Source: an optimization exercise on an open RTL-to-GDS flow (aim: small area, a short achievable clock period and few clock cycles). Production flows keep margins and buffers that such runs may drop.
Only simulation tests tie the RTL to the original design; equivalence was not proved.
No activity file was given, so power comes from the tool's default toggle rates.

## elc3_core
module elc3_core
(
    input   logic           clk,
    input   logic           reset,
    input   logic           run,
    input   logic           cont,
    input   logic           step,
    input   logic   [15:0]  start_pc,
    output  logic           halted,
    output  logic           paused,
    output  logic           invalid_op,
    output  logic   [15:0]  pc,
    output  logic   [15:0]  ir,
    output  logic   [15:0]  mem_addr,
    output  logic           mem_oe,
    output  logic           mem_we,
    output  logic   [15:0]  mem_wdata,
    input   logic   [15:0]  mem_rdata,
    input   logic   [7:0]   key_data,
    input   logic           key_valid,
    input   logic           disp_ready,
    output  logic           disp_we,
    output  logic   [7:0]   disp_data
);
    logic s_halt, s_f, s_e, s_p, s_ml, s_ms, s_mi, s_mt, s_inv;
    logic n_halt, n_f, n_e, n_p, n_ml, n_ms, n_mi, n_mt, n_inv;
    logic [15:0] PC, A, IR, WD;
    logic [7:0][15:0] R;
    logic N, Z, P;
    assign P = ~N & ~Z;
    logic [2:0] pdr;         
    logic       pst;         
    logic       oe, we, dwe, haltf;
    logic [1:0] rsel;        
    logic io_hi, io_kbsr, io_kbdr, io_dsr, io_ddr, io_halt, io_any;
    assign io_hi   = A[15:9] == 7'h7F;
    assign io_kbsr = io_hi & A[8:0] == 9'h000;
    assign io_kbdr = io_hi & A[8:0] == 9'h002;
    assign io_dsr  = io_hi & A[8:0] == 9'h004;
    assign io_ddr  = io_hi & A[8:0] == 9'h006;
    assign io_halt = io_hi & A[8:0] == 9'h1FF;
    assign io_any  = io_hi & ((A[8:3] == 6'd0 & ~A[0]) | A[8:0] == 9'h1FF);
    assign oe    = ~s_ms & ~io_any;
    assign we    = s_ms & ~io_any;
    assign dwe   = s_ms & io_ddr;
    assign haltf = io_halt;
  ...
Settings: LEC_CHECK=0, ABC_AREA=1, CAP_MARGIN=20, CORE_MARGIN=2, CORE_UTILIZATION=55, CTS_CLUSTER_DIAMETER=100, CTS_CLUSTER_SIZE=18, PLACE_DENSITY=0.72, SLEW_MARGIN=20, TNS_END_PERCENT=100; clock period 10.0 ns.
standard.sh (not shown) runs the stock make flow with config.mk's settings and CLKGATE_MAP_FILE= SYNTH_SCRIPT=/design/flow/synth_recipe.tcl, a recipe that flattens the netlist after the stock synthesis.
==> flow/flow/run.sh <==
#!/bin/bash
set -euo pipefail
export SETUP_SLACK_MARGIN=5.6
export BUFFER_PORTS_ARGS="-buffer_cell sky130_fd_sc_hd__buf_2"
bash standard.sh > standard.log 2>&1
The first run went through all stages and came out clean.
Testbench counts at the start, summed over its fixed seeds: cycles 232,092.
==> next run, changes <==
- CTS_CLUSTER_DIAMETER: 100 -> 80
- CTS_CLUSTER_SIZE: 18 -> 24
Effect: Register-to-register slack improved by 60 ps; cell area drops slightly; hold slack improved by 15 ps; clock power drops by roughly a tenth; critical path depth climbs by 5; sequential share of layout area climbs by 0.21 points.
==> next run, changes <==
- CTS_CLUSTER_DIAMETER: 80 -> default
- CTS_CLUSTER_SIZE: 24 -> default
Sequential cell count does not change.
Worst hold slack degrades by 20 ps.
Routed wire length barely changes.
Register-to-register slack is about the same.
Sequential power hardly moves.
Design area grows by 1.3%.
Die area is unchanged.
Core utilization goes up by 0.79 points.
==> next run, changes <==
==> flow/flow/run.sh (replaced) <==
#!/bin/bash
set -euo pipefail
export SETUP_SLACK_MARGIN=5.3
export BUFFER_PORTS_ARGS="-buffer_cell sky130_fd_sc_hd__buf_2"
bash standard.sh > standard.log 2>&1
- CORE_UTILIZATION: 55 -> 40
- CTS_BUF_LIST: default -> sky130_fd_sc_hd__clkbuf_4
- PLACE_DENSITY: 0.72 -> 0.6
Register-to-register slack degrades by 210 ps. Final area barely changes. Clock power falls by about 2%. Routed wire length grows by 5.4%. Power drops by 1.2%. Synthesized cell count stays the same. Synthesized area is unchanged. Via count falls by 0.88%. Worst setup slack degrades by 170 ps. Sequential power hardly moves.
==> next run, changes <==
==> flow/flow/run.sh (replaced) <==
#!/bin/bash
set -euo pipefail
export SETUP_SLACK_MARGIN=5.6
export BUFFER_PORTS_ARGS="-buffer_cell sky130_fd_sc_hd__buf_2"
bash standard.sh > standard.log 2>&1
- CORE_UTILIZATION: 40 -> 55
- CTS_BUF_LIST: sky130_fd_sc_hd__clkbuf_4 -> default
- CTS_CLUSTER_DIAMETER: default -> 90
- CTS_CLUSTER_SIZE: default -> 28
- PLACE_DENSITY: 0.6 -> 0.72
The changed run finished clean.
Maximum frequency is higher by 3.1%.
Core utilization is higher by 16 points.
Sequential power hardly moves.
Clock power is lower by about 28%.
Cell count is lower by about 8%.
Power is lower by 8.2%.
Wire length is lower by about 5%.
First-iteration DRC count is higher by about 40%.
Final area is lower by 0.88%.
Die area is lower by about 27%.

[static timing again, ports no longer ideal]
No port has a modelled driver above. Below, the same layouts with a new extraction and two added sets of constraints.
Step 1, drivers: a clkbuf_16 drives clk and a buf_2 each remaining input, both assumed.
Step 2 moves the port delays by t, midway between the first and last clock arrival at a register: inputs arrive t later, outputs are due t later. That takes back most of the time a late clock gives input paths.
Three values: no drivers, after step 1, after step 2; two values: the first two.
run	t (ns)	setup slack, ns	clock arrival spread, ns	slew at the worst register clock pin (ns)	worst slew at a driven data input, ns
the first run	0.552	5.671 / 5.671 / 5.224	0.030 / 0.029	0.09 / 0.09	0.05
the second run	0.544	5.729 / 5.729 / 5.255	0.025 / 0.025	0.09 / 0.09	0.05
the third run	0.613	5.687 / 5.723 / 5.110	0.020 / 0.020	0.07 / 0.07	0.05
the fourth run	0.793	5.519 / 5.519 / 5.039	0.047 / 0.046	0.08 / 0.08	0.05
the fifth run	0.540	5.653 / 5.687 / 5.147	0.038 / 0.038	0.11 / 0.11	0.05
After both steps setup and hold are still met in every run listed. For the third run, which loses most, drivers alone change the setup slack by +0.036 ns; drivers and shift together by -0.577 ns.
